Context: an optimization exercise on an open-source flow, tuned for small area, a short achievable clock period and few clock cycles per item. The choices shown serve that exercise and are no tape-out recipe. In this exercise RTL edits were held to simulation tests only and were not proved equivalent to the original. No activity file was given, so power comes from the tool's default toggle rates.

==> trial 45: inputs <==
==> flow/design.v <==
module SME(clk,reset,chardata,isstring,ispattern,valid,match,match_index);
input clk;
input reset;
input [7:0] chardata;
input isstring;
input ispattern;
output match;
output [4:0] match_index;
output valid;
localparam space = 8'h20;
localparam first = 8'h5E;
localparam last  = 8'h24;
localparam dot   = 8'h2E;
localparam star  = 8'h2A;
reg         isstr_r, isstr_rr;
reg         ispat_r, ispat_rr;
reg  [7:0]  chr_r;               
reg         tStar_r, tDot_r, tLast_r, tFirst_r;
reg  [7:0]  str_r [31:0];
reg  [5:0]  strCnt_r;
reg  [32:0] act_r;
reg         hasStar_r;
reg         frozen_r;
reg  [4:0]  off_r;               
reg  [5:0]  pos_r;
reg         any_r;
reg         fin_r;
reg         valid_r, match_r;
reg  [4:0]  matchIdx_r;
assign valid = valid_r;
assign match = match_r;
assign match_index = matchIdx_r;
integer q;
wire inFirst = (chardata == first);
wire inLast  = (chardata == last);
always @(posedge clk) begin
    if (reset) begin
        isstr_r  <= 1'b0;
        isstr_rr <= 1'b0;
        ispat_r  <= 1'b0;
        ispat_rr <= 1'b0;
    end
    else begin
        isstr_r  <= isstring;
        isstr_rr <= isstr_r;
        ispat_r  <= ispattern;
        ispat_rr <= ispat_r;
    end
    chr_r    <= (inFirst || inLast) ? space : chardata;
    tStar_r  <= (chardata == star);
    tDot_r   <= (chardata == dot);
    tLast_r  <= inLast;
    tFirst_r <= inFirst;
end
always @(posedge clk) begin
    if (isstr_r) begin
        for (q = 0; q < 31; q = q + 1)
            str_r[q] <= str_r[q+1];
        str_r[31] <= chr_r;
    end
end
always @(posedge clk) begin
    if (reset)
        strCnt_r <= 6'd0;
    else if (isstr_r)
        strCnt_r <= isstr_rr ? strCnt_r + 6'd1 : 6'd1;
end
reg  [31:0] eq;
reg  [32:0] startSet;
reg  [32:0] src;
reg  [32:0] nxt;
reg  [32:0] pre;
wire        patFirst = ispat_r && !ispat_rr;
always @(*) begin
    for (q = 0; q < 32; q = q + 1) begin
        eq[q]       = (str_r[q] == chr_r);
        startSet[q] = ({1'b0, strCnt_r} + q >= 7'd32);
    end
    startSet[32] = 1'b0;
    src = patFirst ? startSet : act_r;
    pre[0] = src[0];
    for (q = 1; q < 33; q = q + 1)
        pre[q] = pre[q-1] | src[q];
    if (tStar_r)
        nxt = pre;
    else if (tFirst_r) begin
        nxt[0] = src[0];
        for (q = 1; q < 33; q = q + 1)
            nxt[q] = src[q] & (!src[q-1] | eq[q-1]);
        nxt[32] = 1'b0;
    end
    else if (tLast_r) begin
        for (q = 0; q < 32; q = q + 1)
            nxt[q] = src[q] & eq[q];
        nxt[32] = src[32];
    end
    else begin
        nxt[0] = 1'b0;
        for (q = 0; q < 32; q = q + 1)
            nxt[q+1] = src[q] & (tDot_r | eq[q]);
    end
end
wire       curStar = hasStar_r && !patFirst;
wire [4:0] curOff  = patFirst ? strCnt_r[4:0] : off_r;
wire       consume = !(tStar_r || tFirst_r || tLast_r);
always @(posedge clk) begin
    if (ispat_r) begin
        act_r <= nxt;
        off_r <= (consume && !curStar) ? curOff - 5'd1 : curOff;
    end
end
always @(posedge clk) begin
    if (reset) begin
        hasStar_r <= 1'b0;
        frozen_r  <= 1'b0;
    end
    else begin
        hasStar_r <= ispat_r && (curStar || tStar_r);
        frozen_r  <= hasStar_r;
    end
end
reg [5:0] lead;
always @(*) begin
    lead = 6'd0;
    for (q = 32; q >= 0; q = q - 1)
        if (act_r[q]) lead = q;
end
always @(posedge clk) begin
    if (!frozen_r) pos_r <= lead;
    any_r <= |act_r;
end
always @(posedge clk) begin
    if (reset) begin
        fin_r      <= 1'b0;
        valid_r    <= 1'b0;
        match_r    <= 1'b0;
        matchIdx_r <= 5'd0;
    end
    else begin
        fin_r      <= ispat_rr && !ispat_r;
        valid_r    <= fin_r;
        match_r    <= fin_r && any_r;
        matchIdx_r <= (fin_r && any_r) ? pos_r[4:0] + off_r : 5'd0;
    end
end
endmodule
==> flow/run.sh <==
#!/bin/bash
# synth_recipe.tcl (not shown) runs the flow's synth.tcl, then flattens the netlist and writes it again
# the make line also repeats each setting of config.mk as NAME=value (left out here)
make -C /OpenROAD-flow-scripts/flow DESIGN_CONFIG=/design/flow/config.mk WORK_HOME=/design/flow/orfs CLKGATE_MAP_FILE= SYNTH_SCRIPT=/design/flow/synth_recipe.tcl finish
==> flow/config.mk <==
export PLATFORM = sky130hd
export DESIGN_NAME = SME
export DESIGN_NICKNAME = SME
export VERILOG_FILES = /design/flow/design.v
export SDC_FILE = /design/flow/constraint.sdc
export NUM_CORES = 4
export LEC_CHECK = 0
export CAP_MARGIN = 20
export CORE_MARGIN = 2
export CORE_UTILIZATION = 40
export SLEW_MARGIN = 20
==> flow/constraint.sdc <==
create_clock -name core_clock -period 5.0 [get_ports {clk}]
set_input_delay 1.0000 -clock core_clock [delete_from_list [all_inputs] [get_ports {clk}]]
set_output_delay 1.0000 -clock core_clock [all_outputs]
set_load 0.01 [all_outputs]
==> trial 87: changes against trial 45 <==
==> flow/design.v, changed modules only <==
module SME(clk,reset,chardata,isstring,ispattern,valid,match,match_index);
input clk;
input reset;
input [7:0] chardata;
input isstring;
input ispattern;
output match;
output [4:0] match_index;
output valid;
localparam space = 8'h20;
localparam first = 8'h5E;
localparam last  = 8'h24;
localparam dot   = 8'h2E;
localparam star  = 8'h2A;
reg         isstr_r, isstr_rr;
reg         ispat_r, ispat_rr;
reg  [7:0]  chr_r;               
reg         tStar_r, tDot_r, tLast_r, tFirst_r;
reg  [7:0]  str_r [31:0];
reg  [5:0]  strCnt_r;
reg  [33:0] act_r;
reg         hasStar_r;
reg         frozen_r;
reg  [4:0]  off_r;               
reg  [4:0]  pos_r;
reg         any_r;
reg         fin_r;
reg         valid_r, match_r;
reg  [4:0]  matchIdx_r;
assign valid = valid_r;
assign match = match_r;
assign match_index = matchIdx_r;
integer q;
wire inFirst = (chardata == first);
wire inLast  = (chardata == last);
always @(posedge clk) begin
    if (reset) begin
        isstr_r  <= 1'b0;
        isstr_rr <= 1'b0;
        ispat_r  <= 1'b0;
        ispat_rr <= 1'b0;
    end
    else begin
        isstr_r  <= isstring;
        isstr_rr <= isstr_r;
        ispat_r  <= ispattern;
        ispat_rr <= ispat_r;
    end
    chr_r    <= (inFirst || inLast) ? space : chardata;
    tStar_r  <= (chardata == star);
    tDot_r   <= (chardata == dot);
    tLast_r  <= inLast;
    tFirst_r <= inFirst;
end
always @(posedge clk) begin
    if (isstr_r) begin
        for (q = 0; q < 31; q = q + 1)
            str_r[q] <= str_r[q+1];
        str_r[31] <= chr_r;
    end
end
always @(posedge clk) begin
    if (reset)
        strCnt_r <= 6'd0;
    else if (isstring)
        strCnt_r <= isstr_r ? strCnt_r + 6'd1 : 6'd1;
end
reg  [31:0] eq;
reg  [33:0] startSet;
reg  [33:0] first1;              
reg  [33:0] src;
reg  [33:0] nxt;
reg  [33:0] pre;
reg  [32:0] adv;                 
wire        patFirst = ispat_r && !ispat_rr;
always @(*) begin
    for (q = 0; q < 32; q = q + 1) begin
        eq[q]       = (str_r[q] == chr_r);
        startSet[q] = ({1'b0, strCnt_r} + q >= 7'd32);
    end
    startSet[33:32] = 2'b00;
    first1[0] = startSet[0];
    for (q = 1; q < 34; q = q + 1)
        first1[q] = startSet[q] & !startSet[q-1];
    src = act_r;
    pre = src;
    for (q = 32; q >= 1; q = q - 1) pre[q] = pre[q] | pre[q-1];
    for (q = 32; q >= 2; q = q - 1) pre[q] = pre[q] | pre[q-2];
    for (q = 32; q >= 4; q = q - 1) pre[q] = pre[q] | pre[q-4];
    for (q = 32; q >= 8; q = q - 1) pre[q] = pre[q] | pre[q-8];
    for (q = 32; q >= 16; q = q - 1) pre[q] = pre[q] | pre[q-16];
    for (q = 32; q >= 32; q = q - 1) pre[q] = pre[q] | pre[q-32];
    pre[33] = 1'b0;
    for (q = 0; q < 32; q = q + 1)
        adv[q] = tDot_r | eq[q];
    adv[32] = tLast_r;
    nxt[0] = tFirst_r & first1[0];
    for (q = 1; q < 34; q = q + 1)
        nxt[q] = (src[q-1] & adv[q-1]) | (tFirst_r & first1[q]);
    if (tStar_r)
        nxt = pre;
end
wire       curStar = hasStar_r && !patFirst;
wire       consume = !(tStar_r || tFirst_r);
wire [4:0] strDec  = strCnt_r[4:0] - 5'd1;
wire [4:0] offDec  = off_r - 5'd1;
wire [4:0] offNxt  = patFirst ? (consume ? strDec : strCnt_r[4:0]) :
                     (consume && !hasStar_r) ? offDec : off_r;
always @(posedge clk) begin
    act_r <= ispat_r ? nxt : startSet;
    if (ispat_r)
        off_r <= offNxt;
end
always @(posedge clk) begin
    if (reset) begin
        hasStar_r <= 1'b0;
        frozen_r  <= 1'b0;
    end
    else begin
        hasStar_r <= ispat_r && (curStar || tStar_r);
        frozen_r  <= hasStar_r;
    end
end
function [2:0] pe8;
    input [7:0] v;
    begin
        pe8[2] = ~|v[3:0];
        pe8[1] = pe8[2] ? ~|v[5:4] : ~|v[1:0];
        pe8[0] = pe8[2] ? (pe8[1] ? ~v[6] : ~v[4]) : (pe8[1] ? ~v[2] : ~v[0]);
    end
endfunction
wire [3:0] grpAny = {|act_r[31:24], |act_r[23:16], |act_r[15:8], |act_r[7:0]};
wire [2:0] grpLo0 = pe8(act_r[7:0]);
wire [2:0] grpLo1 = pe8(act_r[15:8]);
wire [2:0] grpLo2 = pe8(act_r[23:16]);
wire [2:0] grpLo3 = pe8(act_r[31:24]);
wire [1:0] grpSel;
assign grpSel[1] = !grpAny[0] && !grpAny[1];
assign grpSel[0] = grpSel[1] ? !grpAny[2] : !grpAny[0];
wire [2:0] grpLo  = grpSel[1] ? (grpSel[0] ? grpLo3 : grpLo2) : (grpSel[0] ? grpLo1 : grpLo0);
wire [4:0] lead   = (|grpAny) ? {grpSel, grpLo} : {4'd0, !act_r[32]};
always @(posedge clk) begin
    if (!frozen_r) pos_r <= lead;
    any_r <= |act_r;
end
always @(posedge clk) begin
    if (reset) begin
        fin_r      <= 1'b0;
        valid_r    <= 1'b0;
        match_r    <= 1'b0;
        matchIdx_r <= 5'd0;
    end
    else begin
        fin_r      <= ispat_rr && !ispat_r;
        valid_r    <= fin_r;
        match_r    <= fin_r && any_r;
        matchIdx_r <= (fin_r && any_r) ? pos_r + off_r : 5'd0;
    end
end
endmodule
--- a/flow/config.mk
+++ b/flow/config.mk
@@ -8,4 +8,8 @@
 export CAP_MARGIN = 20
 export CORE_MARGIN = 2
-export CORE_UTILIZATION = 40
+export CORE_UTILIZATION = 70
+export CTS_BUF_LIST = sky130_fd_sc_hd__clkbuf_16
+export CTS_CLUSTER_DIAMETER = 70
+export CTS_CLUSTER_SIZE = 30
+export SETUP_SLACK_MARGIN = 2.8
 export SLEW_MARGIN = 20
==> trial 4: changes against trial 45 <==
==> flow/design.v, changed modules only <==
module SME(clk,reset,chardata,isstring,ispattern,valid,match,match_index);
input clk;
input reset;
input [7:0] chardata;
input isstring;
input ispattern;
output match;
output [4:0] match_index;
output valid;
localparam space = 8'h20;
localparam first = 8'h5E;
localparam last  = 8'h24;
localparam dot   = 8'h2E;
localparam star  = 8'h2A;
reg         isstr_r, isstr_rr;
reg         ispat_r, ispat_rr;
reg  [7:0]  chr_r;               
reg         tStar_r, tDot_r, tLast_r, tFirst_r;
reg  [7:0]  str_r [31:0];
reg  [5:0]  strCnt_r;
reg  [33:0] act_r;
reg         hasStar_r;
reg         frozen_r;
reg  [4:0]  off_r;               
reg  [4:0]  pos_r;
reg         any_r;
reg         fin_r;
reg         valid_r, match_r;
reg  [4:0]  matchIdx_r;
assign valid = valid_r;
assign match = match_r;
assign match_index = matchIdx_r;
integer q;
wire inFirst = (chardata == first);
wire inLast  = (chardata == last);
always @(posedge clk) begin
    if (reset) begin
        isstr_r  <= 1'b0;
        isstr_rr <= 1'b0;
        ispat_r  <= 1'b0;
        ispat_rr <= 1'b0;
    end
    else begin
        isstr_r  <= isstring;
        isstr_rr <= isstr_r;
        ispat_r  <= ispattern;
        ispat_rr <= ispat_r;
    end
    chr_r    <= (inFirst || inLast) ? space : chardata;
    tStar_r  <= (chardata == star);
    tDot_r   <= (chardata == dot);
    tLast_r  <= inLast;
    tFirst_r <= inFirst;
end
always @(posedge clk) begin
    if (isstr_r) begin
        for (q = 0; q < 31; q = q + 1)
            str_r[q] <= str_r[q+1];
        str_r[31] <= chr_r;
    end
end
always @(posedge clk) begin
    if (reset)
        strCnt_r <= 6'd0;
    else if (isstring)
        strCnt_r <= isstr_r ? strCnt_r + 6'd1 : 6'd1;
end
reg  [31:0] eq;
reg  [33:0] startSet;
reg  [33:0] first1;              
reg  [33:0] src;
reg  [33:0] nxt;
reg  [33:0] pre;
reg  [32:0] adv;                 
wire        patFirst = ispat_r && !ispat_rr;
always @(*) begin
    for (q = 0; q < 32; q = q + 1) begin
        eq[q]       = (str_r[q] == chr_r);
        startSet[q] = ({1'b0, strCnt_r} + q >= 7'd32);
    end
    startSet[33:32] = 2'b00;
    first1[0] = startSet[0];
    for (q = 1; q < 34; q = q + 1)
        first1[q] = startSet[q] & !startSet[q-1];
    src = act_r;
    pre = src;
    for (q = 32; q >= 1; q = q - 1) pre[q] = pre[q] | pre[q-1];
    for (q = 32; q >= 2; q = q - 1) pre[q] = pre[q] | pre[q-2];
    for (q = 32; q >= 4; q = q - 1) pre[q] = pre[q] | pre[q-4];
    for (q = 32; q >= 8; q = q - 1) pre[q] = pre[q] | pre[q-8];
    for (q = 32; q >= 16; q = q - 1) pre[q] = pre[q] | pre[q-16];
    for (q = 32; q >= 32; q = q - 1) pre[q] = pre[q] | pre[q-32];
    pre[33] = 1'b0;
    for (q = 0; q < 32; q = q + 1)
        adv[q] = tDot_r | eq[q];
    adv[32] = tLast_r;
    nxt[0] = tFirst_r & first1[0];
    for (q = 1; q < 34; q = q + 1)
        nxt[q] = (src[q-1] & adv[q-1]) | (tFirst_r & first1[q]);
    if (tStar_r)
        nxt = pre;
end
wire       curStar = hasStar_r && !patFirst;
wire       consume = !(tStar_r || tFirst_r);
wire [4:0] strDec  = strCnt_r[4:0] - 5'd1;
wire [4:0] offDec  = off_r - 5'd1;
wire [4:0] offNxt  = patFirst ? (consume ? strDec : strCnt_r[4:0]) :
                     (consume && !hasStar_r) ? offDec : off_r;
always @(posedge clk) begin
    act_r <= ispat_r ? nxt : startSet;
    if (ispat_r)
        off_r <= offNxt;
end
always @(posedge clk) begin
    if (reset) begin
        hasStar_r <= 1'b0;
        frozen_r  <= 1'b0;
    end
    else begin
        hasStar_r <= ispat_r && (curStar || tStar_r);
        frozen_r  <= hasStar_r;
    end
end
function [2:0] pe8;
    input [7:0] v;
    begin
        pe8[2] = ~|v[3:0];
        pe8[1] = pe8[2] ? ~|v[5:4] : ~|v[1:0];
        pe8[0] = pe8[2] ? (pe8[1] ? ~v[6] : ~v[4]) : (pe8[1] ? ~v[2] : ~v[0]);
    end
endfunction
wire [3:0] grpAny = {|act_r[31:24], |act_r[23:16], |act_r[15:8], |act_r[7:0]};
wire [2:0] grpLo0 = pe8(act_r[7:0]);
wire [2:0] grpLo1 = pe8(act_r[15:8]);
wire [2:0] grpLo2 = pe8(act_r[23:16]);
wire [2:0] grpLo3 = pe8(act_r[31:24]);
wire [1:0] grpSel;
assign grpSel[1] = !grpAny[0] && !grpAny[1];
assign grpSel[0] = grpSel[1] ? !grpAny[2] : !grpAny[0];
wire [2:0] grpLo  = grpSel[1] ? (grpSel[0] ? grpLo3 : grpLo2) : (grpSel[0] ? grpLo1 : grpLo0);
wire [4:0] lead   = (|grpAny) ? {grpSel, grpLo} : {4'd0, !act_r[32]};
always @(posedge clk) begin
    if (!frozen_r) pos_r <= lead;
    any_r <= |act_r;
end
always @(posedge clk) begin
    if (reset) begin
        fin_r      <= 1'b0;
        valid_r    <= 1'b0;
        match_r    <= 1'b0;
        matchIdx_r <= 5'd0;
    end
    else begin
        fin_r      <= ispat_rr && !ispat_r;
        valid_r    <= fin_r;
        match_r    <= fin_r && any_r;
        matchIdx_r <= (fin_r && any_r) ? pos_r + off_r : 5'd0;
    end
end
endmodule
--- a/flow/config.mk
+++ b/flow/config.mk
@@ -8,4 +8,8 @@
 export CAP_MARGIN = 20
 export CORE_MARGIN = 2
-export CORE_UTILIZATION = 40
+export CORE_UTILIZATION = 60
+export CTS_BUF_LIST = sky130_fd_sc_hd__clkbuf_16
+export CTS_CLUSTER_DIAMETER = 70
+export CTS_CLUSTER_SIZE = 30
+export SETUP_SLACK_MARGIN = 2.8
 export SLEW_MARGIN = 20
==> notes <==
- Against trial 45, the sequential power of trial 4 is smaller by about 1%.
- Against trial 45, the combinational power of trial 87 is lower by about 4%.
- Non-clock buffer count: trial 45 < trial 87 < trial 4.
- Hold slack: trial 45 > trial 87 > trial 4.
- Of trial 45 and trial 87, trial 45 has the higher final area (gap 11%, measured against trial 87).
- Global-route usage, lowest first: trial 45, trial 4, trial 87.
Testbench counts of trial 45, summed over its fixed seeds: cycles 25,363, patterns 1,963.
Testbench counts of trial 87, summed over its fixed seeds: cycles 25,363, patterns 1,963.
Testbench counts of trial 4, summed over its fixed seeds: cycles 25,363, patterns 1,963.

[re-timing with driven ports]
No port has a modelled driver above. Below, the same layouts with a new extraction and two added sets of constraints. Step 1: set_driving_cell puts a clkbuf_16 on clk and a buf_2 on each other input, an assumption about the parent block. Step 2 adds t to the input delays and takes it off the output delays; t is the mean of the earliest and latest rising clock arrival at the registers after step 1. Input paths then give back, and output paths get back, about the clock's delay inside the block. Slacks: no drivers / after step 1 / after step 2; pairs: no drivers / after step 1.
| run | t (ns) | slack for setup (ns) | hold WS [ns] | slew at the worst register clock pin (ns) |
|---|---|---|---|---|
| trial 45 | 0.595 | 1.344 / 1.344 / 1.344 | 0.460 / 0.460 / 0.460 | 0.06 / 0.06 |
| trial 87 | 0.554 | 2.791 / 2.791 / 2.557 | 0.457 / 0.457 / 0.457 | 0.11 / 0.11 |
| trial 4 | 0.569 | 2.842 / 2.793 / 2.517 | 0.427 / 0.427 / 0.427 | 0.11 / 0.11 |
After both steps every run listed still meets setup and hold. For trial 4, which loses most, drivers alone change the setup slack by -0.049 ns; drivers and shift together by -0.325 ns.
